From an optimization exercise on the open Yosys and OpenROAD flow, aimed at small area; shortcuts taken in it are not production practice.
No functional check of the RTL was part of this run.
Power is estimated from default activity; no workload was simulated.

==> design/flow/config.mk <==
export PLATFORM = sky130hd
export DESIGN_NAME = fir
export DESIGN_NICKNAME = fir
export VERILOG_FILES = /design/flow/design.v
export SDC_FILE = /design/flow/constraint.sdc
export NUM_CORES = 4
export LEC_CHECK = 0
export CAP_MARGIN = 20
export CORE_MARGIN = 2
export CORE_UTILIZATION = 40
export GPL_TIMING_DRIVEN = 0
export SLEW_MARGIN = 20
export SYNTH_HIERARCHICAL = 1
==> design/flow/constraint.sdc <==
create_clock -name core_clock -period 12.0 [get_ports {clk}]
set_input_delay 2.4000 -clock core_clock [delete_from_list [all_inputs] [get_ports {clk}]]
set_output_delay 2.4000 -clock core_clock [all_outputs]
set_load 0.01 [all_outputs]
==> design/flow/design.v <==
`timescale 1ns/10ps
module fir(data_out, out_enable, data_in, sample_enable, coef_enable, error, clk, reset);
	output [15:0] data_out;
	output out_enable;
	output error;
	input [7:0] data_in;
	input sample_enable;
	input coef_enable;
	input clk;
	input reset;
	localparam S_RESET  = 3'd5;
	localparam S_FILTER = 3'd6;
	localparam S_ERROR  = 3'd7;
	reg [2:0] state;
	reg primed;
	reg [7:0] c0n, c1n, c2n, c3n, c4n;
	reg [7:0] x1n, x2n, x3n, x4n;
	wire [7:0] dn = ~data_in;
	wire ce = coef_enable;
	wire se = sample_enable;
	wire st_reset  = (state == S_RESET);
	wire st_filter = (state == S_FILTER);
	wire st_error  = (state == S_ERROR);
	wire st_coeff  = (state < 3'd5);
	wire st_c0     = (state == 3'd0);
	wire read_coef = ce & ~se & ~st_error;
	wire read_samp = se & ~ce & (st_filter | st_c0);
	assign out_enable = st_filter | (st_c0 & ~ce & se);
	assign error = st_error | (st_reset & se) | (st_coeff & ce & se) |
	               (st_coeff & ~st_c0 & ~ce) | (st_filter & ce & se);
	reg [2:0] nstate;
	always @(*) begin
		nstate = state;
		if (error) nstate = S_ERROR;
		else if (read_coef) nstate = (st_coeff && state != 3'd4) ? state + 3'd1 : (st_coeff ? 3'd0 : 3'd1);
		else if (st_c0) nstate = S_FILTER;
	end
	always @(posedge clk or negedge reset)
		if (~reset) begin
			state <= S_RESET;
			primed <= 1'b0;
		end else begin
			state <= nstate;
			if (st_c0 & ~ce) primed <= 1'b1;
		end
	always @(posedge clk)
		if (read_samp | ~primed) begin
			x1n <= read_samp ? dn : 8'hff;
			x2n <= x1n; x3n <= x2n; x4n <= x3n;
		end
	always @(posedge clk)
		if (read_coef) begin
			c0n <= dn; c1n <= c0n; c2n <= c1n; c3n <= c2n; c4n <= c3n;
		end
	wire p0;
	wire p1;
	wire p2;
	wire p3;
	wire p4;
	wire p5;
	wire p6;
	wire p7;
	wire p8;
	wire p9;
	wire p10;
	wire p11;
	wire p12;
	wire p13;
	wire p14;
	wire p15;
	wire p16;
	wire p17;
	wire p18;
	wire p19;
	wire p20;
	wire p21;
	wire p22;
	wire p23;
	wire p24;
	wire p25;
	wire p26;
	wire p27;
	wire p28;
	wire p29;
	wire p30;
	wire p31;
	wire p32;
	wire p33;
	wire p34;
	wire p35;
	wire p36;
	wire p37;
	wire p38;
	wire p39;
	wire p40;
	wire p41;
	wire p42;
	wire p43;
	wire p44;
	wire p45;
	wire p46;
	wire p47;
	wire p48;
	wire p49;
	wire p50;
	wire p51;
	wire p52;
	wire p53;
	wire p54;
	wire p55;
	wire p56;
	wire p57;
	wire p58;
	wire p59;
	wire p60;
	wire p61;
	wire p62;
	wire p63;
	wire p64;
	wire p65;
	wire p66;
	wire p67;
	wire p68;
	wire p69;
	wire p70;
	wire p71;
	wire p72;
	wire p73;
	wire p74;
	wire p75;
	wire p76;
	wire p77;
	wire p78;
	wire p79;
	wire p80;
	wire p81;
	wire p82;
	wire p83;
	wire p84;
	wire p85;
	wire p86;
	wire p87;
	wire p88;
	wire p89;
	wire p90;
	wire p91;
	wire p92;
	wire p93;
	wire p94;
	wire p95;
	wire p96;
	wire p97;
	wire p98;
	wire p99;
	wire p100;
	wire p101;
	wire p102;
	wire p103;
	wire p104;
	wire p105;
	wire p106;
	wire p107;
	wire p108;
	wire p109;
	wire p110;
	wire p111;
	wire p112;
	wire p113;
	wire p114;
	wire p115;
	wire p116;
	wire p117;
	wire p118;
	wire p119;
	wire p120;
	wire p121;
	wire p122;
	wire p123;
	wire p124;
	wire p125;
	wire p126;
	wire p127;
	wire p128;
	wire p129;
	wire p130;
	wire p131;
	wire p132;
	wire p133;
	wire p134;
	wire p135;
	wire p136;
	wire p137;
	wire p138;
	wire p139;
	wire p140;
	wire p141;
	wire p142;
	wire p143;
	wire p144;
	wire p145;
	wire p146;
	wire p147;
	wire p148;
	wire p149;
	wire p150;
	wire p151;
	wire p152;
	wire p153;
	wire p154;
	wire p155;
	wire p156;
	wire p157;
	wire p158;
	wire p159;
	wire p160;
	wire p161;
	wire p162;
	wire p163;
	wire p164;
	wire p165;
	wire p166;
	wire p167;
	wire p168;
	wire p169;
	wire p170;
	wire p171;
	wire p172;
	wire p173;
	wire p174;
	wire p175;
	wire p176;
	wire p177;
	wire p178;
	wire p179;
	wire p180;
	wire p181;
	wire p182;
	wire p183;
	wire p184;
	wire p185;
	wire p186;
	wire p187;
	wire p188;
	wire p189;
	wire p190;
	wire p191;
	wire p192;
	wire p193;
	wire p194;
	wire p195;
	wire p196;
	wire p197;
	wire p198;
	wire p199;
	wire p200;
	wire p201;
	wire p202;
	wire p203;
	wire p204;
	wire p205;
	wire p206;
	wire p207;
	wire p208;
	wire p209;
	wire p210;
	wire p211;
	wire p212;
	wire p213;
	wire p214;
	wire p215;
	wire p216;
	wire p217;
	wire p218;
	wire p219;
	wire p220;
	wire p221;
	wire p222;
	wire p223;
	wire p224;
	wire p225;
	wire p226;
	wire p227;
	wire p228;
	wire p229;
	wire p230;
	wire p231;
	wire p232;
	wire p233;
	wire p234;
	wire p235;
	wire p236;
	wire p237;
	wire p238;
	wire p239;
	wire p240;
	wire p241;
	wire p242;
	wire p243;
	wire p244;
	wire p245;
	wire p246;
	wire p247;
	wire p248;
	wire p249;
	wire p250;
	wire p251;
	wire p252;
	wire p253;
	wire p254;
	wire p255;
	wire p256;
	wire p257;
	wire p258;
	wire p259;
	wire p260;
	wire p261;
	wire p262;
	wire p263;
	wire p264;
	wire p265;
	wire p266;
	wire p267;
	wire p268;
	wire p269;
	wire p270;
	wire p271;
	wire p272;
	wire p273;
	wire p274;
	wire p275;
	wire p276;
	wire p277;
	wire p278;
	wire p279;
	wire p280;
	wire p281;
	wire p282;
	wire p283;
	wire p284;
	wire p285;
	wire p286;
	wire p287;
	wire p288;
	wire p289;
	wire p290;
	wire p291;
	wire p292;
	wire p293;
	wire p294;
	wire p295;
	wire p296;
	wire p297;
	wire p298;
	wire p299;
	wire p300;
	wire p301;
	wire p302;
	wire p303;
	wire p304;
	wire p305;
	wire p306;
	wire p307;
	wire p308;
	wire p309;
	wire p310;
	wire p311;
	wire p312;
	wire p313;
	wire p314;
	wire p315;
	wire p316;
	wire p317;
	wire p318;
	wire p319;
	wire s320;
	wire k320;
	wire s321;
	wire k321;
	wire s322;
	wire k322;
	wire s323;
	wire k323;
	wire s324;
	wire k324;
	wire s325;
	wire k325;
	wire s326;
	wire k326;
	wire s327;
	wire k327;
	wire s328;
	wire k328;
	wire s329;
	wire k329;
	wire s330;
	wire k330;
	wire s331;
	wire k331;
	wire s332;
	wire k332;
	wire s333;
	wire k333;
	wire s334;
	wire k334;
	wire s335;
	wire k335;
	wire s336;
	wire k336;
	wire s337;
	wire k337;
	wire s338;
	wire k338;
	wire s339;
	wire k339;
	wire s340;
	wire k340;
	wire s341;
	wire k341;
	wire s342;
	wire k342;
	wire s343;
	wire k343;
	wire s344;
	wire k344;
	wire s345;
	wire k345;
	wire s346;
	wire k346;
	wire s347;
	wire k347;
	wire s348;
	wire k348;
	wire s349;
	wire k349;
	wire s350;
	wire k350;
	wire s351;
	wire k351;
	wire s352;
	wire k352;
	wire s353;
	wire k353;
	wire s354;
	wire k354;
	wire s355;
	wire k355;
	wire s356;
	wire k356;
	wire s357;
	wire k357;
	wire s358;
	wire k358;
	wire s359;
	wire k359;
	wire s360;
	wire k360;
	wire s361;
	wire k361;
	wire s362;
	wire k362;
	wire s363;
	wire k363;
	wire s364;
	wire k364;
	wire s365;
	wire k365;
	wire s366;
	wire k366;
	wire s367;
	wire k367;
	wire s368;
	wire k368;
	wire s369;
	wire k369;
	wire s370;
	wire k370;
	wire s371;
	wire k371;
	wire s372;
	wire k372;
	wire s373;
	wire k373;
	wire s374;
	wire k374;
	wire s375;
	wire k375;
	wire s376;
	wire k376;
	wire s377;
	wire k377;
	wire s378;
	wire k378;
	wire s379;
	wire k379;
	wire s380;
	wire k380;
	wire s381;
	wire k381;
	wire s382;
	wire k382;
	wire s383;
	wire k383;
	wire s384;
	wire k384;
	wire s385;
	wire k385;
	wire s386;
	wire k386;
	wire s387;
	wire k387;
	wire s388;
	wire k388;
	wire s389;
	wire k389;
	wire s390;
	wire k390;
	wire s391;
	wire k391;
	wire s392;
	wire k392;
	wire s393;
	wire k393;
	wire s394;
	wire k394;
	wire s395;
	wire k395;
	wire s396;
	wire k396;
	wire s397;
	wire k397;
	wire s398;
	wire k398;
	wire s399;
	wire k399;
	wire s400;
	wire k400;
	wire s401;
	wire k401;
	wire s402;
	wire k402;
	wire s403;
	wire k403;
	wire s404;
	wire k404;
	wire s405;
	wire k405;
	wire s406;
	wire k406;
	wire s407;
	wire k407;
	wire s408;
	wire k408;
	wire s409;
	wire k409;
	wire s410;
	wire k410;
	wire s411;
	wire k411;
	wire s412;
	wire k412;
	wire s413;
	wire k413;
	wire s414;
	wire k414;
	wire s415;
	wire k415;
	wire s416;
	wire k416;
	wire s417;
	wire k417;
	wire s418;
	wire k418;
	wire s419;
	wire k419;
	wire s420;
	wire k420;
	wire s421;
	wire k421;
	wire s422;
	wire k422;
	wire s423;
	wire k423;
	wire s424;
	wire k424;
	wire s425;
	wire k425;
	wire s426;
	wire k426;
	wire s427;
	wire k427;
	wire s428;
	wire k428;
	wire s429;
	wire k429;
	wire s430;
	wire k430;
	wire s431;
	wire k431;
	wire s432;
	wire k432;
	wire s433;
	wire k433;
	wire s434;
	wire k434;
	wire s435;
	wire k435;
	wire s436;
	wire k436;
	wire s437;
	wire k437;
	wire s438;
	wire k438;
	wire s439;
	wire k439;
	wire s440;
	wire k440;
	wire s441;
	wire k441;
	wire s442;
	wire k442;
	wire s443;
	wire k443;
	wire s444;
	wire k444;
	wire s445;
	wire k445;
	wire s446;
	wire k446;
	wire s447;
	wire k447;
	wire s448;
	wire k448;
	wire s449;
	wire k449;
	wire s450;
	wire k450;
	wire s451;
	wire k451;
	wire s452;
	wire k452;
	wire s453;
	wire k453;
	wire s454;
	wire k454;
	wire s455;
	wire k455;
	wire s456;
	wire k456;
	wire s457;
	wire k457;
	wire s458;
	wire k458;
	wire s459;
	wire k459;
	wire s460;
	wire k460;
	wire s461;
	wire k461;
	wire s462;
	wire k462;
	wire s463;
	wire k463;
	wire s464;
	wire k464;
	wire s465;
	wire k465;
	wire s466;
	wire k466;
	wire s467;
	wire k467;
	wire s468;
	wire k468;
	wire s469;
	wire k469;
	wire s470;
	wire k470;
	wire s471;
	wire k471;
	wire s472;
	wire k472;
	wire s473;
	wire k473;
	wire s474;
	wire k474;
	wire s475;
	wire k475;
	wire s476;
	wire k476;
	wire s477;
	wire k477;
	wire s478;
	wire k478;
	wire s479;
	wire k479;
	wire s480;
	wire k480;
	wire s481;
	wire k481;
	wire s482;
	wire k482;
	wire s483;
	wire k483;
	wire s484;
	wire k484;
	wire s485;
	wire k485;
	wire s486;
	wire k486;
	wire s487;
	wire k487;
	wire s488;
	wire k488;
	wire s489;
	wire k489;
	wire s490;
	wire k490;
	wire s491;
	wire k491;
	wire s492;
	wire k492;
	wire s493;
	wire k493;
	wire s494;
	wire k494;
	wire s495;
	wire k495;
	wire s496;
	wire k496;
	wire s497;
	wire k497;
	wire s498;
	wire k498;
	wire s499;
	wire k499;
	wire s500;
	wire k500;
	wire s501;
	wire k501;
	wire s502;
	wire k502;
	wire s503;
	wire k503;
	wire s504;
	wire k504;
	wire s505;
	wire k505;
	wire s506;
	wire k506;
	wire s507;
	wire k507;
	wire s508;
	wire k508;
	wire s509;
	wire k509;
	wire s510;
	wire k510;
	wire s511;
	wire k511;
	wire s512;
	wire k512;
	wire s513;
	wire k513;
	wire s514;
	wire k514;
	wire s515;
	wire k515;
	wire s516;
	wire k516;
	wire s517;
	wire k517;
	wire s518;
	wire k518;
	wire s519;
	wire k519;
	wire s520;
	wire k520;
	wire s521;
	wire k521;
	wire s522;
	wire k522;
	wire s523;
	wire k523;
	wire s524;
	wire k524;
	wire s525;
	wire k525;
	wire s526;
	wire k526;
	wire s527;
	wire k527;
	wire s528;
	wire k528;
	wire s529;
	wire k529;
	wire s530;
	wire k530;
	wire s531;
	wire k531;
	wire s532;
	wire k532;
	wire s533;
	wire k533;
	wire s534;
	wire k534;
	wire s535;
	wire k535;
	wire s536;
	wire k536;
	wire s537;
	wire k537;
	wire s538;
	wire k538;
	wire s539;
	wire k539;
	wire s540;
	wire k540;
	wire s541;
	wire k541;
	wire s542;
	wire k542;
	wire s543;
	wire k543;
	wire s544;
	wire k544;
	wire s545;
	wire k545;
	wire s546;
	wire k546;
	wire s547;
	wire k547;
	wire s548;
	wire k548;
	wire s549;
	wire k549;
	wire s550;
	wire k550;
	wire s551;
	wire k551;
	wire s552;
	wire k552;
	wire s553;
	wire k553;
	wire s554;
	wire k554;
	wire s555;
	wire k555;
	wire s556;
	wire k556;
	wire s557;
	wire k557;
	wire s558;
	wire k558;
	wire s559;
	wire k559;
	wire s560;
	wire k560;
	wire s561;
	wire k561;
	wire s562;
	wire k562;
	wire s563;
	wire k563;
	wire s564;
	wire k564;
	wire s565;
	wire k565;
	wire s566;
	wire k566;
	wire s567;
	wire k567;
	wire s568;
	wire k568;
	wire s569;
	wire k569;
	wire s570;
	wire k570;
	wire s571;
	wire k571;
	wire s572;
	wire k572;
	wire s573;
	wire k573;
	wire s574;
	wire k574;
	wire s575;
	wire k575;
	wire s576;
	wire k576;
	wire s577;
	wire k577;
	wire s578;
	wire k578;
	wire s579;
	wire k579;
	wire s580;
	wire k580;
	wire s581;
	wire k581;
	wire s582;
	wire k582;
	wire s583;
	wire k583;
	wire s584;
	wire k584;
	wire s585;
	wire k585;
	wire s586;
	wire k586;
	wire s587;
	wire k587;
	wire s588;
	wire k588;
	wire s589;
	wire k589;
	wire s590;
	wire k590;
	wire s591;
	wire k591;
	wire s592;
	wire k592;
	wire s593;
	wire k593;
	wire s594;
	wire k594;
	wire s595;
	wire k595;
	wire s596;
	wire k596;
	wire s597;
	wire k597;
	wire s598;
	wire k598;
	wire s599;
	wire k599;
	wire s600;
	wire k600;
	wire s601;
	wire k601;
	wire s602;
	wire k602;
	wire s603;
	wire k603;
	wire s604;
	wire k604;
	wire s605;
	wire k605;
	wire s606;
	wire k606;
	wire s607;
	wire k607;
	wire s608;
	wire k608;
	wire s609;
	wire k609;
	wire s610;
	wire k610;
	wire s611;
	wire k611;
	wire s612;
	wire k612;
	wire s613;
	wire k613;
	wire s614;
	wire k614;
	wire s615;
	wire k615;
	wire s616;
	wire k616;
	wire s617;
	wire k617;
	wire s618;
	wire k618;
	wire s619;
	wire k619;
	wire s620;
	wire k620;
	wire s621;
	wire k621;
	wire s622;
	wire k622;
	wire s623;
	wire k623;
	wire s624;
	wire k624;
	wire s625;
	wire k625;
	wire s626;
	wire k626;
	wire s627;
	wire k627;
	assign p0 = ~(c4n[0] | dn[0]);
	assign p1 = ~(c4n[0] | dn[1]);
	assign p2 = ~(c4n[0] | dn[2]);
	assign p3 = ~(c4n[0] | dn[3]);
	assign p4 = ~(c4n[0] | dn[4]);
	assign p5 = ~(c4n[0] | dn[5]);
	assign p6 = ~(c4n[0] | dn[6]);
	assign p7 = ~(c4n[0] | dn[7]);
	assign p8 = ~(c4n[1] | dn[0]);
	assign p9 = ~(c4n[1] | dn[1]);
	assign p10 = ~(c4n[1] | dn[2]);
	assign p11 = ~(c4n[1] | dn[3]);
	assign p12 = ~(c4n[1] | dn[4]);
	assign p13 = ~(c4n[1] | dn[5]);
	assign p14 = ~(c4n[1] | dn[6]);
	assign p15 = ~(c4n[1] | dn[7]);
	assign p16 = ~(c4n[2] | dn[0]);
	assign p17 = ~(c4n[2] | dn[1]);
	assign p18 = ~(c4n[2] | dn[2]);
	assign p19 = ~(c4n[2] | dn[3]);
	assign p20 = ~(c4n[2] | dn[4]);
	assign p21 = ~(c4n[2] | dn[5]);
	assign p22 = ~(c4n[2] | dn[6]);
	assign p23 = ~(c4n[2] | dn[7]);
	assign p24 = ~(c4n[3] | dn[0]);
	assign p25 = ~(c4n[3] | dn[1]);
	assign p26 = ~(c4n[3] | dn[2]);
	assign p27 = ~(c4n[3] | dn[3]);
	assign p28 = ~(c4n[3] | dn[4]);
	assign p29 = ~(c4n[3] | dn[5]);
	assign p30 = ~(c4n[3] | dn[6]);
	assign p31 = ~(c4n[3] | dn[7]);
	assign p32 = ~(c4n[4] | dn[0]);
	assign p33 = ~(c4n[4] | dn[1]);
	assign p34 = ~(c4n[4] | dn[2]);
	assign p35 = ~(c4n[4] | dn[3]);
	assign p36 = ~(c4n[4] | dn[4]);
	assign p37 = ~(c4n[4] | dn[5]);
	assign p38 = ~(c4n[4] | dn[6]);
	assign p39 = ~(c4n[4] | dn[7]);
	assign p40 = ~(c4n[5] | dn[0]);
	assign p41 = ~(c4n[5] | dn[1]);
	assign p42 = ~(c4n[5] | dn[2]);
	assign p43 = ~(c4n[5] | dn[3]);
	assign p44 = ~(c4n[5] | dn[4]);
	assign p45 = ~(c4n[5] | dn[5]);
	assign p46 = ~(c4n[5] | dn[6]);
	assign p47 = ~(c4n[5] | dn[7]);
	assign p48 = ~(c4n[6] | dn[0]);
	assign p49 = ~(c4n[6] | dn[1]);
	assign p50 = ~(c4n[6] | dn[2]);
	assign p51 = ~(c4n[6] | dn[3]);
	assign p52 = ~(c4n[6] | dn[4]);
	assign p53 = ~(c4n[6] | dn[5]);
	assign p54 = ~(c4n[6] | dn[6]);
	assign p55 = ~(c4n[6] | dn[7]);
	assign p56 = ~(c4n[7] | dn[0]);
	assign p57 = ~(c4n[7] | dn[1]);
	assign p58 = ~(c4n[7] | dn[2]);
	assign p59 = ~(c4n[7] | dn[3]);
	assign p60 = ~(c4n[7] | dn[4]);
	assign p61 = ~(c4n[7] | dn[5]);
	assign p62 = ~(c4n[7] | dn[6]);
	assign p63 = ~(c4n[7] | dn[7]);
	assign p64 = ~(c3n[0] | x1n[0]);
	assign p65 = ~(c3n[0] | x1n[1]);
	assign p66 = ~(c3n[0] | x1n[2]);
	assign p67 = ~(c3n[0] | x1n[3]);
	assign p68 = ~(c3n[0] | x1n[4]);
	assign p69 = ~(c3n[0] | x1n[5]);
	assign p70 = ~(c3n[0] | x1n[6]);
	assign p71 = ~(c3n[0] | x1n[7]);
	assign p72 = ~(c3n[1] | x1n[0]);
	assign p73 = ~(c3n[1] | x1n[1]);
	assign p74 = ~(c3n[1] | x1n[2]);
	assign p75 = ~(c3n[1] | x1n[3]);
	assign p76 = ~(c3n[1] | x1n[4]);
	assign p77 = ~(c3n[1] | x1n[5]);
	assign p78 = ~(c3n[1] | x1n[6]);
	assign p79 = ~(c3n[1] | x1n[7]);
	assign p80 = ~(c3n[2] | x1n[0]);
	assign p81 = ~(c3n[2] | x1n[1]);
	assign p82 = ~(c3n[2] | x1n[2]);
	assign p83 = ~(c3n[2] | x1n[3]);
	assign p84 = ~(c3n[2] | x1n[4]);
	assign p85 = ~(c3n[2] | x1n[5]);
	assign p86 = ~(c3n[2] | x1n[6]);
	assign p87 = ~(c3n[2] | x1n[7]);
	assign p88 = ~(c3n[3] | x1n[0]);
	assign p89 = ~(c3n[3] | x1n[1]);
	assign p90 = ~(c3n[3] | x1n[2]);
	assign p91 = ~(c3n[3] | x1n[3]);
	assign p92 = ~(c3n[3] | x1n[4]);
	assign p93 = ~(c3n[3] | x1n[5]);
	assign p94 = ~(c3n[3] | x1n[6]);
	assign p95 = ~(c3n[3] | x1n[7]);
	assign p96 = ~(c3n[4] | x1n[0]);
	assign p97 = ~(c3n[4] | x1n[1]);
	assign p98 = ~(c3n[4] | x1n[2]);
	assign p99 = ~(c3n[4] | x1n[3]);
	assign p100 = ~(c3n[4] | x1n[4]);
	assign p101 = ~(c3n[4] | x1n[5]);
	assign p102 = ~(c3n[4] | x1n[6]);
	assign p103 = ~(c3n[4] | x1n[7]);
	assign p104 = ~(c3n[5] | x1n[0]);
	assign p105 = ~(c3n[5] | x1n[1]);
	assign p106 = ~(c3n[5] | x1n[2]);
	assign p107 = ~(c3n[5] | x1n[3]);
	assign p108 = ~(c3n[5] | x1n[4]);
	assign p109 = ~(c3n[5] | x1n[5]);
	assign p110 = ~(c3n[5] | x1n[6]);
	assign p111 = ~(c3n[5] | x1n[7]);
	assign p112 = ~(c3n[6] | x1n[0]);
	assign p113 = ~(c3n[6] | x1n[1]);
	assign p114 = ~(c3n[6] | x1n[2]);
	assign p115 = ~(c3n[6] | x1n[3]);
	assign p116 = ~(c3n[6] | x1n[4]);
	assign p117 = ~(c3n[6] | x1n[5]);
	assign p118 = ~(c3n[6] | x1n[6]);
	assign p119 = ~(c3n[6] | x1n[7]);
	assign p120 = ~(c3n[7] | x1n[0]);
	assign p121 = ~(c3n[7] | x1n[1]);
	assign p122 = ~(c3n[7] | x1n[2]);
	assign p123 = ~(c3n[7] | x1n[3]);
	assign p124 = ~(c3n[7] | x1n[4]);
	assign p125 = ~(c3n[7] | x1n[5]);
	assign p126 = ~(c3n[7] | x1n[6]);
	assign p127 = ~(c3n[7] | x1n[7]);
	assign p128 = ~(c2n[0] | x2n[0]);
	assign p129 = ~(c2n[0] | x2n[1]);
	assign p130 = ~(c2n[0] | x2n[2]);
	assign p131 = ~(c2n[0] | x2n[3]);
	assign p132 = ~(c2n[0] | x2n[4]);
	assign p133 = ~(c2n[0] | x2n[5]);
	assign p134 = ~(c2n[0] | x2n[6]);
	assign p135 = ~(c2n[0] | x2n[7]);
	assign p136 = ~(c2n[1] | x2n[0]);
	assign p137 = ~(c2n[1] | x2n[1]);
	assign p138 = ~(c2n[1] | x2n[2]);
	assign p139 = ~(c2n[1] | x2n[3]);
	assign p140 = ~(c2n[1] | x2n[4]);
	assign p141 = ~(c2n[1] | x2n[5]);
	assign p142 = ~(c2n[1] | x2n[6]);
	assign p143 = ~(c2n[1] | x2n[7]);
	assign p144 = ~(c2n[2] | x2n[0]);
	assign p145 = ~(c2n[2] | x2n[1]);
	assign p146 = ~(c2n[2] | x2n[2]);
	assign p147 = ~(c2n[2] | x2n[3]);
	assign p148 = ~(c2n[2] | x2n[4]);
	assign p149 = ~(c2n[2] | x2n[5]);
	assign p150 = ~(c2n[2] | x2n[6]);
	assign p151 = ~(c2n[2] | x2n[7]);
	assign p152 = ~(c2n[3] | x2n[0]);
	assign p153 = ~(c2n[3] | x2n[1]);
	assign p154 = ~(c2n[3] | x2n[2]);
	assign p155 = ~(c2n[3] | x2n[3]);
	assign p156 = ~(c2n[3] | x2n[4]);
	assign p157 = ~(c2n[3] | x2n[5]);
	assign p158 = ~(c2n[3] | x2n[6]);
	assign p159 = ~(c2n[3] | x2n[7]);
	assign p160 = ~(c2n[4] | x2n[0]);
	assign p161 = ~(c2n[4] | x2n[1]);
	assign p162 = ~(c2n[4] | x2n[2]);
	assign p163 = ~(c2n[4] | x2n[3]);
	assign p164 = ~(c2n[4] | x2n[4]);
	assign p165 = ~(c2n[4] | x2n[5]);
	assign p166 = ~(c2n[4] | x2n[6]);
	assign p167 = ~(c2n[4] | x2n[7]);
	assign p168 = ~(c2n[5] | x2n[0]);
	assign p169 = ~(c2n[5] | x2n[1]);
	assign p170 = ~(c2n[5] | x2n[2]);
	assign p171 = ~(c2n[5] | x2n[3]);
	assign p172 = ~(c2n[5] | x2n[4]);
	assign p173 = ~(c2n[5] | x2n[5]);
	assign p174 = ~(c2n[5] | x2n[6]);
	assign p175 = ~(c2n[5] | x2n[7]);
	assign p176 = ~(c2n[6] | x2n[0]);
	assign p177 = ~(c2n[6] | x2n[1]);
	assign p178 = ~(c2n[6] | x2n[2]);
	assign p179 = ~(c2n[6] | x2n[3]);
	assign p180 = ~(c2n[6] | x2n[4]);
	assign p181 = ~(c2n[6] | x2n[5]);
	assign p182 = ~(c2n[6] | x2n[6]);
	assign p183 = ~(c2n[6] | x2n[7]);
	assign p184 = ~(c2n[7] | x2n[0]);
	assign p185 = ~(c2n[7] | x2n[1]);
	assign p186 = ~(c2n[7] | x2n[2]);
	assign p187 = ~(c2n[7] | x2n[3]);
	assign p188 = ~(c2n[7] | x2n[4]);
	assign p189 = ~(c2n[7] | x2n[5]);
	assign p190 = ~(c2n[7] | x2n[6]);
	assign p191 = ~(c2n[7] | x2n[7]);
	assign p192 = ~(c1n[0] | x3n[0]);
	assign p193 = ~(c1n[0] | x3n[1]);
	assign p194 = ~(c1n[0] | x3n[2]);
	assign p195 = ~(c1n[0] | x3n[3]);
	assign p196 = ~(c1n[0] | x3n[4]);
	assign p197 = ~(c1n[0] | x3n[5]);
	assign p198 = ~(c1n[0] | x3n[6]);
	assign p199 = ~(c1n[0] | x3n[7]);
	assign p200 = ~(c1n[1] | x3n[0]);
	assign p201 = ~(c1n[1] | x3n[1]);
	assign p202 = ~(c1n[1] | x3n[2]);
	assign p203 = ~(c1n[1] | x3n[3]);
	assign p204 = ~(c1n[1] | x3n[4]);
	assign p205 = ~(c1n[1] | x3n[5]);
	assign p206 = ~(c1n[1] | x3n[6]);
	assign p207 = ~(c1n[1] | x3n[7]);
	assign p208 = ~(c1n[2] | x3n[0]);
	assign p209 = ~(c1n[2] | x3n[1]);
	assign p210 = ~(c1n[2] | x3n[2]);
	assign p211 = ~(c1n[2] | x3n[3]);
	assign p212 = ~(c1n[2] | x3n[4]);
	assign p213 = ~(c1n[2] | x3n[5]);
	assign p214 = ~(c1n[2] | x3n[6]);
	assign p215 = ~(c1n[2] | x3n[7]);
	assign p216 = ~(c1n[3] | x3n[0]);
	assign p217 = ~(c1n[3] | x3n[1]);
	assign p218 = ~(c1n[3] | x3n[2]);
	assign p219 = ~(c1n[3] | x3n[3]);
	assign p220 = ~(c1n[3] | x3n[4]);
	assign p221 = ~(c1n[3] | x3n[5]);
	assign p222 = ~(c1n[3] | x3n[6]);
	assign p223 = ~(c1n[3] | x3n[7]);
	assign p224 = ~(c1n[4] | x3n[0]);
	assign p225 = ~(c1n[4] | x3n[1]);
	assign p226 = ~(c1n[4] | x3n[2]);
	assign p227 = ~(c1n[4] | x3n[3]);
	assign p228 = ~(c1n[4] | x3n[4]);
	assign p229 = ~(c1n[4] | x3n[5]);
	assign p230 = ~(c1n[4] | x3n[6]);
	assign p231 = ~(c1n[4] | x3n[7]);
	assign p232 = ~(c1n[5] | x3n[0]);
	assign p233 = ~(c1n[5] | x3n[1]);
	assign p234 = ~(c1n[5] | x3n[2]);
	assign p235 = ~(c1n[5] | x3n[3]);
	assign p236 = ~(c1n[5] | x3n[4]);
	assign p237 = ~(c1n[5] | x3n[5]);
	assign p238 = ~(c1n[5] | x3n[6]);
	assign p239 = ~(c1n[5] | x3n[7]);
	assign p240 = ~(c1n[6] | x3n[0]);
	assign p241 = ~(c1n[6] | x3n[1]);
	assign p242 = ~(c1n[6] | x3n[2]);
	assign p243 = ~(c1n[6] | x3n[3]);
	assign p244 = ~(c1n[6] | x3n[4]);
	assign p245 = ~(c1n[6] | x3n[5]);
	assign p246 = ~(c1n[6] | x3n[6]);
	assign p247 = ~(c1n[6] | x3n[7]);
	assign p248 = ~(c1n[7] | x3n[0]);
	assign p249 = ~(c1n[7] | x3n[1]);
	assign p250 = ~(c1n[7] | x3n[2]);
	assign p251 = ~(c1n[7] | x3n[3]);
	assign p252 = ~(c1n[7] | x3n[4]);
	assign p253 = ~(c1n[7] | x3n[5]);
	assign p254 = ~(c1n[7] | x3n[6]);
	assign p255 = ~(c1n[7] | x3n[7]);
	assign p256 = ~(c0n[0] | x4n[0]);
	assign p257 = ~(c0n[0] | x4n[1]);
	assign p258 = ~(c0n[0] | x4n[2]);
	assign p259 = ~(c0n[0] | x4n[3]);
	assign p260 = ~(c0n[0] | x4n[4]);
	assign p261 = ~(c0n[0] | x4n[5]);
	assign p262 = ~(c0n[0] | x4n[6]);
	assign p263 = ~(c0n[0] | x4n[7]);
	assign p264 = ~(c0n[1] | x4n[0]);
	assign p265 = ~(c0n[1] | x4n[1]);
	assign p266 = ~(c0n[1] | x4n[2]);
	assign p267 = ~(c0n[1] | x4n[3]);
	assign p268 = ~(c0n[1] | x4n[4]);
	assign p269 = ~(c0n[1] | x4n[5]);
	assign p270 = ~(c0n[1] | x4n[6]);
	assign p271 = ~(c0n[1] | x4n[7]);
	assign p272 = ~(c0n[2] | x4n[0]);
	assign p273 = ~(c0n[2] | x4n[1]);
	assign p274 = ~(c0n[2] | x4n[2]);
	assign p275 = ~(c0n[2] | x4n[3]);
	assign p276 = ~(c0n[2] | x4n[4]);
	assign p277 = ~(c0n[2] | x4n[5]);
	assign p278 = ~(c0n[2] | x4n[6]);
	assign p279 = ~(c0n[2] | x4n[7]);
	assign p280 = ~(c0n[3] | x4n[0]);
	assign p281 = ~(c0n[3] | x4n[1]);
	assign p282 = ~(c0n[3] | x4n[2]);
	assign p283 = ~(c0n[3] | x4n[3]);
	assign p284 = ~(c0n[3] | x4n[4]);
	assign p285 = ~(c0n[3] | x4n[5]);
	assign p286 = ~(c0n[3] | x4n[6]);
	assign p287 = ~(c0n[3] | x4n[7]);
	assign p288 = ~(c0n[4] | x4n[0]);
	assign p289 = ~(c0n[4] | x4n[1]);
	assign p290 = ~(c0n[4] | x4n[2]);
	assign p291 = ~(c0n[4] | x4n[3]);
	assign p292 = ~(c0n[4] | x4n[4]);
	assign p293 = ~(c0n[4] | x4n[5]);
	assign p294 = ~(c0n[4] | x4n[6]);
	assign p295 = ~(c0n[4] | x4n[7]);
	assign p296 = ~(c0n[5] | x4n[0]);
	assign p297 = ~(c0n[5] | x4n[1]);
	assign p298 = ~(c0n[5] | x4n[2]);
	assign p299 = ~(c0n[5] | x4n[3]);
	assign p300 = ~(c0n[5] | x4n[4]);
	assign p301 = ~(c0n[5] | x4n[5]);
	assign p302 = ~(c0n[5] | x4n[6]);
	assign p303 = ~(c0n[5] | x4n[7]);
	assign p304 = ~(c0n[6] | x4n[0]);
	assign p305 = ~(c0n[6] | x4n[1]);
	assign p306 = ~(c0n[6] | x4n[2]);
	assign p307 = ~(c0n[6] | x4n[3]);
	assign p308 = ~(c0n[6] | x4n[4]);
	assign p309 = ~(c0n[6] | x4n[5]);
	assign p310 = ~(c0n[6] | x4n[6]);
	assign p311 = ~(c0n[6] | x4n[7]);
	assign p312 = ~(c0n[7] | x4n[0]);
	assign p313 = ~(c0n[7] | x4n[1]);
	assign p314 = ~(c0n[7] | x4n[2]);
	assign p315 = ~(c0n[7] | x4n[3]);
	assign p316 = ~(c0n[7] | x4n[4]);
	assign p317 = ~(c0n[7] | x4n[5]);
	assign p318 = ~(c0n[7] | x4n[6]);
	assign p319 = ~(c0n[7] | x4n[7]);
	fir_fa u320 (p128, p192, p256, s320, k320);
	fir_fa u321 (p64, s320, p0, s321, k321);
	fir_fa u322 (p129, p136, p193, s322, k322);
	fir_fa u323 (p200, p257, p264, s323, k323);
	fir_fa u324 (p65, p72, k320, s324, k324);
	fir_fa u325 (s322, s323, s324, s325, k325);
	fir_fa u326 (s325, p1, p8, s326, k326);
	fir_ha u327 (k321, s326, s327, k327);
	fir_fa u328 (p130, p137, p144, s328, k328);
	fir_fa u329 (p194, p201, p208, s329, k329);
	fir_fa u330 (p258, p265, p272, s330, k330);
	fir_fa u331 (p66, p73, p80, s331, k331);
	fir_fa u332 (k322, k323, s328, s332, k332);
	fir_fa u333 (s329, s330, s331, s333, k333);
	fir_fa u334 (k324, s332, s333, s334, k334);
	fir_fa u335 (k325, s334, p16, s335, k335);
	fir_fa u336 (p2, p9, k326, s336, k336);
	fir_fa u337 (s335, k327, s336, s337, k337);
	fir_fa u338 (p131, p138, p145, s338, k338);
	fir_fa u339 (p152, p195, p202, s339, k339);
	fir_fa u340 (p209, p216, p259, s340, k340);
	fir_fa u341 (p266, p273, p280, s341, k341);
	fir_fa u342 (p67, p74, p81, s342, k342);
	fir_fa u343 (p88, k328, k329, s343, k343);
	fir_fa u344 (k330, k331, s338, s344, k344);
	fir_fa u345 (s339, s340, s341, s345, k345);
	fir_fa u346 (s342, k332, k333, s346, k346);
	fir_fa u347 (s343, s344, s345, s347, k347);
	fir_fa u348 (k334, s346, s347, s348, k348);
	fir_fa u349 (s348, p10, p17, s349, k349);
	fir_fa u350 (p24, p3, k335, s350, k350);
	fir_fa u351 (s349, k336, s350, s351, k351);
	fir_ha u352 (k337, s351, s352, k352);
	fir_fa u353 (p132, p139, p146, s353, k353);
	fir_fa u354 (p153, p160, p196, s354, k354);
	fir_fa u355 (p203, p210, p217, s355, k355);
	fir_fa u356 (p224, p260, p267, s356, k356);
	fir_fa u357 (p274, p281, p288, s357, k357);
	fir_fa u358 (p68, p75, p82, s358, k358);
	fir_fa u359 (p89, p96, k338, s359, k359);
	fir_fa u360 (k339, k340, k341, s360, k360);
	fir_fa u361 (k342, s353, s354, s361, k361);
	fir_fa u362 (s355, s356, s357, s362, k362);
	fir_fa u363 (s358, k343, s359, s363, k363);
	fir_fa u364 (k344, k345, s360, s364, k364);
	fir_fa u365 (s361, s362, k346, s365, k365);
	fir_fa u366 (s363, k347, s364, s366, k366);
	fir_fa u367 (s365, k348, s366, s367, k367);
	fir_fa u368 (p11, p18, p25, s368, k368);
	fir_fa u369 (p32, p4, s367, s369, k369);
	fir_fa u370 (k349, s368, s369, s370, k370);
	fir_fa u371 (k350, s370, k351, s371, k371);
	fir_ha u372 (k352, s371, s372, k372);
	fir_fa u373 (p104, p133, p140, s373, k373);
	fir_fa u374 (p147, p154, p161, s374, k374);
	fir_fa u375 (p168, p197, p204, s375, k375);
	fir_fa u376 (p211, p218, p225, s376, k376);
	fir_fa u377 (p232, p261, p268, s377, k377);
	fir_fa u378 (p275, p282, p289, s378, k378);
	fir_fa u379 (p296, p69, p76, s379, k379);
	fir_fa u380 (p83, p90, p97, s380, k380);
	fir_fa u381 (k353, k354, k355, s381, k381);
	fir_fa u382 (k356, k357, k358, s382, k382);
	fir_fa u383 (s373, s374, s375, s383, k383);
	fir_fa u384 (s376, s377, s378, s384, k384);
	fir_fa u385 (s379, s380, k359, s385, k385);
	fir_fa u386 (k360, k361, k362, s386, k386);
	fir_fa u387 (s381, s382, s383, s387, k387);
	fir_fa u388 (s384, s385, k363, s388, k388);
	fir_fa u389 (k364, s386, s387, s389, k389);
	fir_fa u390 (k365, s388, k366, s390, k390);
	fir_fa u391 (s389, p12, p19, s391, k391);
	fir_fa u392 (p26, p33, p40, s392, k392);
	fir_fa u393 (p5, s390, k367, s393, k393);
	fir_fa u394 (k368, s391, s392, s394, k394);
	fir_fa u395 (k369, s393, k370, s395, k395);
	fir_fa u396 (s394, s395, k371, s396, k396);
	fir_ha u397 (k372, s396, s397, k397);
	fir_fa u398 (p105, p112, p134, s398, k398);
	fir_fa u399 (p141, p148, p155, s399, k399);
	fir_fa u400 (p162, p169, p176, s400, k400);
	fir_fa u401 (p198, p205, p212, s401, k401);
	fir_fa u402 (p219, p226, p233, s402, k402);
	fir_fa u403 (p240, p262, p269, s403, k403);
	fir_fa u404 (p276, p283, p290, s404, k404);
	fir_fa u405 (p297, p304, p70, s405, k405);
	fir_fa u406 (p77, p84, p91, s406, k406);
	fir_fa u407 (p98, k373, k374, s407, k407);
	fir_fa u408 (k375, k376, k377, s408, k408);
	fir_fa u409 (k378, k379, k380, s409, k409);
	fir_fa u410 (s398, s399, s400, s410, k410);
	fir_fa u411 (s401, s402, s403, s411, k411);
	fir_fa u412 (s404, s405, s406, s412, k412);
	fir_fa u413 (k381, k382, k383, s413, k413);
	fir_fa u414 (k384, s407, s408, s414, k414);
	fir_fa u415 (s409, s410, s411, s415, k415);
	fir_fa u416 (s412, k385, k386, s416, k416);
	fir_fa u417 (s413, k387, s414, s417, k417);
	fir_fa u418 (s415, k388, s416, s418, k418);
	fir_fa u419 (k389, s417, k390, s419, k419);
	fir_fa u420 (p13, p20, p27, s420, k420);
	fir_fa u421 (p34, p41, p48, s421, k421);
	fir_fa u422 (p6, s418, k391, s422, k422);
	fir_fa u423 (k392, s419, k393, s423, k423);
	fir_fa u424 (s420, s421, s422, s424, k424);
	fir_fa u425 (k394, s423, s424, s425, k425);
	fir_fa u426 (k395, s425, k396, s426, k426);
	fir_ha u427 (k397, s426, s427, k427);
	fir_fa u428 (p106, p113, p120, s428, k428);
	fir_fa u429 (p135, p142, p149, s429, k429);
	fir_fa u430 (p156, p163, p170, s430, k430);
	fir_fa u431 (p177, p184, p199, s431, k431);
	fir_fa u432 (p206, p213, p220, s432, k432);
	fir_fa u433 (p227, p234, p241, s433, k433);
	fir_fa u434 (p248, p263, p270, s434, k434);
	fir_fa u435 (p277, p284, p291, s435, k435);
	fir_fa u436 (p298, p305, p312, s436, k436);
	fir_fa u437 (p71, p78, p85, s437, k437);
	fir_fa u438 (p92, p99, k398, s438, k438);
	fir_fa u439 (k399, k400, k401, s439, k439);
	fir_fa u440 (k402, k403, k404, s440, k440);
	fir_fa u441 (k405, k406, s428, s441, k441);
	fir_fa u442 (s429, s430, s431, s442, k442);
	fir_fa u443 (s432, s433, s434, s443, k443);
	fir_fa u444 (s435, s436, s437, s444, k444);
	fir_fa u445 (k407, k408, k409, s445, k445);
	fir_fa u446 (s438, k410, k411, s446, k446);
	fir_fa u447 (k412, s439, s440, s447, k447);
	fir_fa u448 (s441, s442, s443, s448, k448);
	fir_fa u449 (s444, k413, k414, s449, k449);
	fir_fa u450 (s445, s446, s447, s450, k450);
	fir_fa u451 (k415, s448, k416, s451, k451);
	fir_fa u452 (s449, k417, s450, s452, k452);
	fir_fa u453 (k418, s451, p14, s453, k453);
	fir_fa u454 (p21, p28, p35, s454, k454);
	fir_fa u455 (p42, p49, p56, s455, k455);
	fir_fa u456 (p7, s452, k419, s456, k456);
	fir_fa u457 (k420, k421, s453, s457, k457);
	fir_fa u458 (s454, s455, k422, s458, k458);
	fir_fa u459 (s456, k423, s457, s459, k459);
	fir_fa u460 (k424, s458, s459, s460, k460);
	fir_fa u461 (k425, s460, k426, s461, k461);
	fir_ha u462 (k427, s461, s462, k462);
	fir_fa u463 (p100, p107, p114, s463, k463);
	fir_fa u464 (p121, p143, p150, s464, k464);
	fir_fa u465 (p157, p164, p171, s465, k465);
	fir_fa u466 (p178, p185, p207, s466, k466);
	fir_fa u467 (p214, p221, p228, s467, k467);
	fir_fa u468 (p235, p242, p249, s468, k468);
	fir_fa u469 (p271, p278, p285, s469, k469);
	fir_fa u470 (p292, p299, p306, s470, k470);
	fir_fa u471 (p313, p79, p86, s471, k471);
	fir_fa u472 (p93, k428, k429, s472, k472);
	fir_fa u473 (k430, k431, k432, s473, k473);
	fir_fa u474 (k433, k434, k435, s474, k474);
	fir_fa u475 (k436, k437, s463, s475, k475);
	fir_fa u476 (s464, s465, s466, s476, k476);
	fir_fa u477 (s467, s468, s469, s477, k477);
	fir_fa u478 (s470, s471, k438, s478, k478);
	fir_fa u479 (k439, k440, k441, s479, k479);
	fir_fa u480 (k442, k443, k444, s480, k480);
	fir_fa u481 (s472, s473, s474, s481, k481);
	fir_fa u482 (s475, s476, s477, s482, k482);
	fir_fa u483 (s478, k445, k446, s483, k483);
	fir_fa u484 (k447, s479, s480, s484, k484);
	fir_fa u485 (s481, k448, s482, s485, k485);
	fir_fa u486 (k449, s483, k450, s486, k486);
	fir_fa u487 (s484, s485, k451, s487, k487);
	fir_fa u488 (p15, p22, p29, s488, k488);
	fir_fa u489 (p36, p43, p50, s489, k489);
	fir_fa u490 (p57, s486, k452, s490, k490);
	fir_fa u491 (s487, k453, k454, s491, k491);
	fir_fa u492 (k455, s488, s489, s492, k492);
	fir_fa u493 (s490, k456, k457, s493, k493);
	fir_fa u494 (s491, s492, k458, s494, k494);
	fir_fa u495 (s493, k459, s494, s495, k495);
	fir_fa u496 (k460, s495, k461, s496, k496);
	fir_ha u497 (k462, s496, s497, k497);
	fir_fa u498 (p101, p108, p115, s498, k498);
	fir_fa u499 (p122, p151, p158, s499, k499);
	fir_fa u500 (p165, p172, p179, s500, k500);
	fir_fa u501 (p186, p215, p222, s501, k501);
	fir_fa u502 (p229, p236, p243, s502, k502);
	fir_fa u503 (p250, p279, p286, s503, k503);
	fir_fa u504 (p293, p300, p307, s504, k504);
	fir_fa u505 (p314, p87, p94, s505, k505);
	fir_fa u506 (k463, k464, k465, s506, k506);
	fir_fa u507 (k466, k467, k468, s507, k507);
	fir_fa u508 (k469, k470, k471, s508, k508);
	fir_fa u509 (s498, s499, s500, s509, k509);
	fir_fa u510 (s501, s502, s503, s510, k510);
	fir_fa u511 (s504, s505, k472, s511, k511);
	fir_fa u512 (k473, k474, k475, s512, k512);
	fir_fa u513 (k476, k477, s506, s513, k513);
	fir_fa u514 (s507, s508, s509, s514, k514);
	fir_fa u515 (s510, k478, k479, s515, k515);
	fir_fa u516 (s511, k480, k481, s516, k516);
	fir_fa u517 (s512, s513, k482, s517, k517);
	fir_fa u518 (s514, s515, k483, s518, k518);
	fir_fa u519 (k484, s516, k485, s519, k519);
	fir_fa u520 (s517, p23, p30, s520, k520);
	fir_fa u521 (p37, p44, p51, s521, k521);
	fir_fa u522 (p58, s518, k486, s522, k522);
	fir_fa u523 (s519, k487, k488, s523, k523);
	fir_fa u524 (k489, s520, s521, s524, k524);
	fir_fa u525 (k490, s522, k491, s525, k525);
	fir_fa u526 (s523, k492, s524, s526, k526);
	fir_fa u527 (k493, s525, s526, s527, k527);
	fir_fa u528 (k494, s527, k495, s528, k528);
	fir_fa u529 (s528, k496, k497, s529, k529);
	fir_fa u530 (p102, p109, p116, s530, k530);
	fir_fa u531 (p123, p159, p166, s531, k531);
	fir_fa u532 (p173, p180, p187, s532, k532);
	fir_fa u533 (p223, p230, p237, s533, k533);
	fir_fa u534 (p244, p251, p287, s534, k534);
	fir_fa u535 (p294, p301, p308, s535, k535);
	fir_fa u536 (p315, p95, k498, s536, k536);
	fir_fa u537 (k499, k500, k501, s537, k537);
	fir_fa u538 (k502, k503, k504, s538, k538);
	fir_fa u539 (k505, s530, s531, s539, k539);
	fir_fa u540 (s532, s533, s534, s540, k540);
	fir_fa u541 (s535, k506, k507, s541, k541);
	fir_fa u542 (k508, s536, k509, s542, k542);
	fir_fa u543 (k510, s537, s538, s543, k543);
	fir_fa u544 (s539, s540, k511, s544, k544);
	fir_fa u545 (k512, k513, s541, s545, k545);
	fir_fa u546 (s542, k514, s543, s546, k546);
	fir_fa u547 (k515, s544, k516, s547, k547);
	fir_fa u548 (k517, s545, s546, s548, k548);
	fir_fa u549 (k518, p31, p38, s549, k549);
	fir_fa u550 (p45, p52, p59, s550, k550);
	fir_fa u551 (s547, k519, s548, s551, k551);
	fir_fa u552 (k520, k521, k522, s552, k552);
	fir_fa u553 (s549, s550, s551, s553, k553);
	fir_fa u554 (k523, k524, s552, s554, k554);
	fir_fa u555 (s553, k525, k526, s555, k555);
	fir_fa u556 (s554, k527, s555, s556, k556);
	fir_fa u557 (s556, k528, k529, s557, k557);
	fir_fa u558 (p103, p110, p117, s558, k558);
	fir_fa u559 (p124, p167, p174, s559, k559);
	fir_fa u560 (p181, p188, p231, s560, k560);
	fir_fa u561 (p238, p245, p252, s561, k561);
	fir_fa u562 (p295, p302, p309, s562, k562);
	fir_fa u563 (p316, k530, k531, s563, k563);
	fir_fa u564 (k532, k533, k534, s564, k564);
	fir_fa u565 (k535, s558, s559, s565, k565);
	fir_fa u566 (s560, s561, s562, s566, k566);
	fir_fa u567 (k536, k537, k538, s567, k567);
	fir_fa u568 (k539, k540, s563, s568, k568);
	fir_fa u569 (s564, s565, s566, s569, k569);
	fir_fa u570 (k541, k542, k543, s570, k570);
	fir_fa u571 (s567, s568, s569, s571, k571);
	fir_fa u572 (k544, k545, s570, s572, k572);
	fir_fa u573 (k546, s571, k547, s573, k573);
	fir_fa u574 (p39, p46, p53, s574, k574);
	fir_fa u575 (p60, k548, s572, s575, k575);
	fir_fa u576 (s573, k549, k550, s576, k576);
	fir_fa u577 (s574, k551, s575, s577, k577);
	fir_fa u578 (k552, s576, k553, s578, k578);
	fir_fa u579 (s577, k554, s578, s579, k579);
	fir_fa u580 (k555, s579, k556, s580, k580);
	fir_ha u581 (s580, k557, s581, k581);
	fir_fa u582 (p111, p118, p125, s582, k582);
	fir_fa u583 (p175, p182, p189, s583, k583);
	fir_fa u584 (p239, p246, p253, s584, k584);
	fir_fa u585 (p303, p310, p317, s585, k585);
	fir_fa u586 (k558, k559, k560, s586, k586);
	fir_fa u587 (k561, k562, s582, s587, k587);
	fir_fa u588 (s583, s584, s585, s588, k588);
	fir_fa u589 (k563, k564, k565, s589, k589);
	fir_fa u590 (k566, s586, s587, s590, k590);
	fir_fa u591 (s588, k567, k568, s591, k591);
	fir_fa u592 (s589, s590, k569, s592, k592);
	fir_fa u593 (k570, s591, k571, s593, k593);
	fir_fa u594 (s592, k572, p47, s594, k594);
	fir_fa u595 (p54, p61, s593, s595, k595);
	fir_fa u596 (k573, k574, k575, s596, k596);
	fir_fa u597 (s594, s595, k576, s597, k597);
	fir_fa u598 (s596, k577, s597, s598, k598);
	fir_fa u599 (k578, s598, k579, s599, k599);
	fir_fa u600 (s599, k580, k581, s600, k600);
	fir_fa u601 (p119, p126, p183, s601, k601);
	fir_fa u602 (p190, p247, p254, s602, k602);
	fir_fa u603 (p311, p318, k582, s603, k603);
	fir_fa u604 (k583, k584, k585, s604, k604);
	fir_fa u605 (s601, s602, k586, s605, k605);
	fir_fa u606 (s603, k587, k588, s606, k606);
	fir_fa u607 (s604, s605, k589, s607, k607);
	fir_fa u608 (k590, s606, k591, s608, k608);
	fir_fa u609 (s607, k592, s608, s609, k609);
	fir_fa u610 (p55, p62, k593, s610, k610);
	fir_fa u611 (s609, k594, k595, s611, k611);
	fir_fa u612 (s610, k596, s611, s612, k612);
	fir_fa u613 (k597, s612, k598, s613, k613);
	fir_fa u614 (s613, k599, k600, s614, k614);
	fir_fa u615 (p127, p191, p255, s615, k615);
	fir_fa u616 (p319, k601, k602, s616, k616);
	fir_fa u617 (s615, k603, k604, s617, k617);
	fir_fa u618 (s616, k605, s617, s618, k618);
	fir_fa u619 (k606, k607, s618, s619, k619);
	fir_fa u620 (k608, p63, s619, s620, k620);
	fir_fa u621 (k609, k610, s620, s621, k621);
	fir_fa u622 (k611, s621, k612, s622, k622);
	fir_fa u623 (s622, k613, k614, s623, k623);
	fir_fa u624 (k615, k616, k617, s624, k624);
	fir_fa u625 (s624, k618, k619, s625, k625);
	fir_fa u626 (s625, k620, k621, s626, k626);
	fir_fa u627 (s626, k622, k623, s627, k627);
	assign data_out = {s627, s623, s614, s600, s581, s557, s529, s497, s462, s427, s397, s372, s352, s337, s327, s321};
endmodule
module fir_fa(input a, input b, input c, output s, output co);
	assign s = a ^ b ^ c;
	assign co = (a & b) | (c & (a ^ b));
endmodule
module fir_ha(input a, input b, output s, output co);
	assign s = a ^ b;
	assign co = a & b;
endmodule
==> design/flow/run.sh <==
#!/bin/bash
# synth_recipe.tcl (not shown) runs the flow's synth.tcl, then flattens the netlist and writes it again
# the make line also repeats each setting of config.mk as NAME=value (left out here)
make -C /OpenROAD-flow-scripts/flow DESIGN_CONFIG=/design/flow/config.mk WORK_HOME=/design/flow/orfs CLKGATE_MAP_FILE= SYNTH_SCRIPT=/design/flow/synth_recipe.tcl finish
==> results.json <==
{
  "status": "no timing/DRC/antenna violations",
  "switching_share_pct": 24.3,
  "netlist_area_um2": 10300,
  "via_per_inst": 5.23,
  "diodes": 0,
  "maxSlewHeadroom_pct": 52.8,
  "synth-compound-area-share_pct": 0.803,
  "cts_buffer_depth": 2,
  "finalClockSkew_ns": 0.00990,
  "fin_nets": 1226,
  "clockPowerShare_pct": 40.4,
  "fmax_ghz": 0.0849,
  "ys_types": 28,
  "cts_htree_levels": 3,
  "seqPwrFrac_pct": 36.0,
  "multi_input_area_um2": 7660,
  "setup-tns-final_ns": 0,
  "n_fill_cell": 2207,
  "yosysSeqAreaShare_pct": 22.0,
  "hold_depth": 0,
  "ant_nets": 0,
  "place_inst": 1203,
  "clock_sinks": 76,
  "p_int_w": 0.000605,
  "dp_worst_setup_slack_ns": -0.483,
  "ir_drop_mv": 0.0480,
  "yosys.area_share.xor_xnor_pct": 0,
  "drt_wl_total_um": 25600,
  "cts_buffers": 9,
  "path_class": "reg2out",
  "hold_slack_ns": 0.441,
  "port_buffers": 29,
  "grt_usage_pct": 20.6,
  "synth_seq_cells": 76,
  "setup_viol": 0,
  "drc": 0,
  "met2_length_um": 13200,
  "instances_no_fill": 1236,
  "cts.clk_slew.worst_paths_ns": 0.06,
  "wl_per_cell_um": 20.7,
  "grt_pass1_vias": 7466,
  "hold_viol_final": 0,
  "rows": 58,
  "combPwrFrac_pct": 23.6,
  "die-area_um2": 27000,
  "start_util_pct": 40.8,
  "vias": 6463,
  "start_kind": "flip-flop",
  "arrival_ns": 9.38,
  "first_pass_iters": 6,
  "grt_max_degree": 30,
  "antenna_found_initial": 0,
  "cts-root-buf": "clkbuf_16",
  "fin_crit_sh_pct": 98.2,
  "r2r_cells": 6,
  "dpl.hpwl_um": 21100,
  "cap_viol_max_count": 0,
  "synth.avg_cell_area_um2": 12.2,
  "power_leakage_nw": 5.51,
  "synth_fa_ha_area_share_pct": 60.0,
  "worstMarginPinSlew_ns": 0.707,
  "met3_length_um": 1610,
  "layout_setup_ws_ns": 0.215,
  "yosys-mux-area-fraction_pct": 0,
  "grt_pass1_wl_um": 40800,
  "drv_slew": 0,
  "ys_warn_count": 7,
  "cts_hold_buf": 0,
  "power.switching_w": 0.000194,
  "end_kind": "output port",
  "regArea_um2": 2260,
  "gp_congestion": 0.912,
  "synth_top_family_by_area": "adder cells",
  "num_io_pins": 30,
  "syn-num-nets": 1165,
  "cts_tree": "done",
  "synthSimpleGateAreaFrac_pct": 12.9,
  "layout_min_cycle_time_ns": 11.78,
  "dr.first_iter.drc_count": 370,
  "area_growth_pct": 14.8,
  "die_y_um": 164,
  "wl_met1_um": 9760,
  "required_ns": 9.60,
  "post_route_cells_drive_above_1_share_pct": 14.1,
  "grt_overflow": 0,
  "syn-instance-count": 840,
  "die_w_um": 164,
  "core_um2": 25200,
  "dr.max_layer_used": "met4",
  "path_max_fanout": 8,
  "power.density_nw_per_um2": 67.7,
  "insertion_delay_ns": 0.35,
  "hold_path_class": "reg2reg"
}
[per-stage QoR]
step,instance area (um^2),power [W],util [%]
finish,11800,0.000799,46.9
global route,11800,0.000838,46.9
CTS,11700,0.000807,46.5
detailed placement,11100,0.000483,43.9
global placement,11000,0.000477,43.6
floorplan,10300,0.000410,-
[repair_timing]
action / 4_1_cts / 5_1_grt
resized for setup: 81 / 28
setup buffers: 18 / 7
setup endpoints to repair: 2 / 2
pin swaps: 7 / 8
[synth_stat cells, drive strengths merged]
library cell    n  area (um^2)
nand3b          1         7.51
nand3           1         5.00
fa            300         6010
nand2b          3         26.3
dfrtp           2         50.1
o21ai           2         10.0
nor3b           1         12.5
edfxtp         72         2160
inv             3         11.3
nor2b           1         13.8
a21oi           1         8.76
ha             13          163
dfstp           2         52.6
a311oi          1         15.0
o311ai          1         8.76
a211oi          1         7.51
or2             1         8.76
o221ai          1         8.76
nand2          12         45.0
o21bai          1         7.51
buf            17          135
clkinv          8         30.0
a31o            1         8.76
clkbuf         72          270
nor2          321         1200
o211ai          1         7.51
[cell families (layout without fill, tap and decap cells)]
kind of cell,after synthesis,in the layout
fa+ha+maj,313,313
buf+inv,100,166
flops,76,76
simple gates,341,341
compound gates,10,10
[power groups by stage]
stage	registers, W	logic (W)	clock network, W
finish	0.000288	0.000189	0.000323
detailed placement	0.000294	0.000189	0
floorplan	0.000294	0.000116	0
global route	0.000288	0.000212	0.000338
global placement	0.000294	0.000183	0
CTS	0.000288	0.000191	0.000329
[area by class of cell]
class                      count  area share (%)
multi-input combinational    664            64.9
timing repair buffer          58            4.52
clock buffer                  10            1.94
buffer                        81            4.65
clock inverter                 6           0.943
inverter                      11           0.392
tap                          330            3.50
sequential                    76            19.2
[per-layer routing]
metal | up-vias | global-route usage [%]
met4 | 0 | 9.21
met3 | 54 | 3.91
li1 | 2653 | -
met1 | 3502 | 25.9
met5 | - | 0
met2 | 254 | 34.7
[final timing paths]
check / from / to / slack [ns]
max: c1n[0] / data_out[15] / 0.22
min: c0n[4] / c1n[4] / 0.44
max reg2reg: state[1] / x1n[2] / 9.65
min reg2reg: c0n[4] / c1n[4] / 0.44
max in group asynchronous: reset / state[0] / 9.49
min in group asynchronous: reset / state[1] / 2.26
[registers in the layout (all words and copies together) (netlist names)]
| name | flops |
|---|---|
| x1n | 8 |
| c1n | 8 |
| x2n | 8 |
| primed | 1 |
| c2n | 8 |
| c3n | 8 |
| state | 3 |
| c0n | 8 |
| c4n | 8 |
| x3n | 8 |
| x4n | 8 |
[worst max-delay path, cell delays in order (launching register included)]
cell and delay (ns):
edfxtp_1 0.39, buf_4 0.20, nor2_4 0.13, fa_1 0.46, fa_2 0.61, fa_2 0.46, fa_2 0.35, fa_1 0.51
fa_1 0.55, fa_2 0.45, fa_1 0.41, fa_1 0.40, fa_2 0.35, fa_2 0.34, fa_1 0.44, ha_2 0.20
fa_2 0.34, fa_2 0.34, ha_1 0.21, fa_2 0.34, fa_2 0.34, fa_1 0.38, fa_1 0.43, buf_4 0.14
dlygate4sd2_1 0.27
[per-module statistics from Yosys, one instance, submodules excluded]
module  cells  cell area (um^2)  flops+latches  times used
fir_fa      1              20.0              0         300
fir       532              4180             76           1
fir_ha      1              12.5              0           8
[cell usage in the layout (no fill, tap or decap), types with 5 or more instances in the layout]
master	synthesis	routed
buf_4	16	47
clkbuf_1	72	39
clkbuf_16	0	9
clkbuf_8	0	11
clkdlybuf4s50_1	0	28
clkinv_2	0	5
edfxtp_1	72	72
fa_1	300	285
fa_2	0	15
ha_1	13	12
nand2_1	12	12
nor2_1	321	309
nor2_2	0	10

## re-timing with driven ports
Ports are ideal in the flow. The routed layout listed here was re-timed in OpenROAD.
Step 1: set_driving_cell puts a clkbuf_16 on clk and a buf_2 on each other input, an assumption about the parent block.
Step 2 moves the port delays by t, midway between the first and last clock arrival at a register: inputs arrive t later, outputs are due t later. That takes back most of the time a late clock gives input paths.
Three values: no drivers, after step 1, after step 2; two values: the first two.
t (ns): 0.395
slack for setup (ns): 0.215 / 0.168 / 0.288
hold WS [ns]: 0.441 / 0.441 / 0.441
After both steps this run still meets setup and hold. For this run, drivers alone change the setup slack by -0.047 ns; drivers and shift together by +0.073 ns.
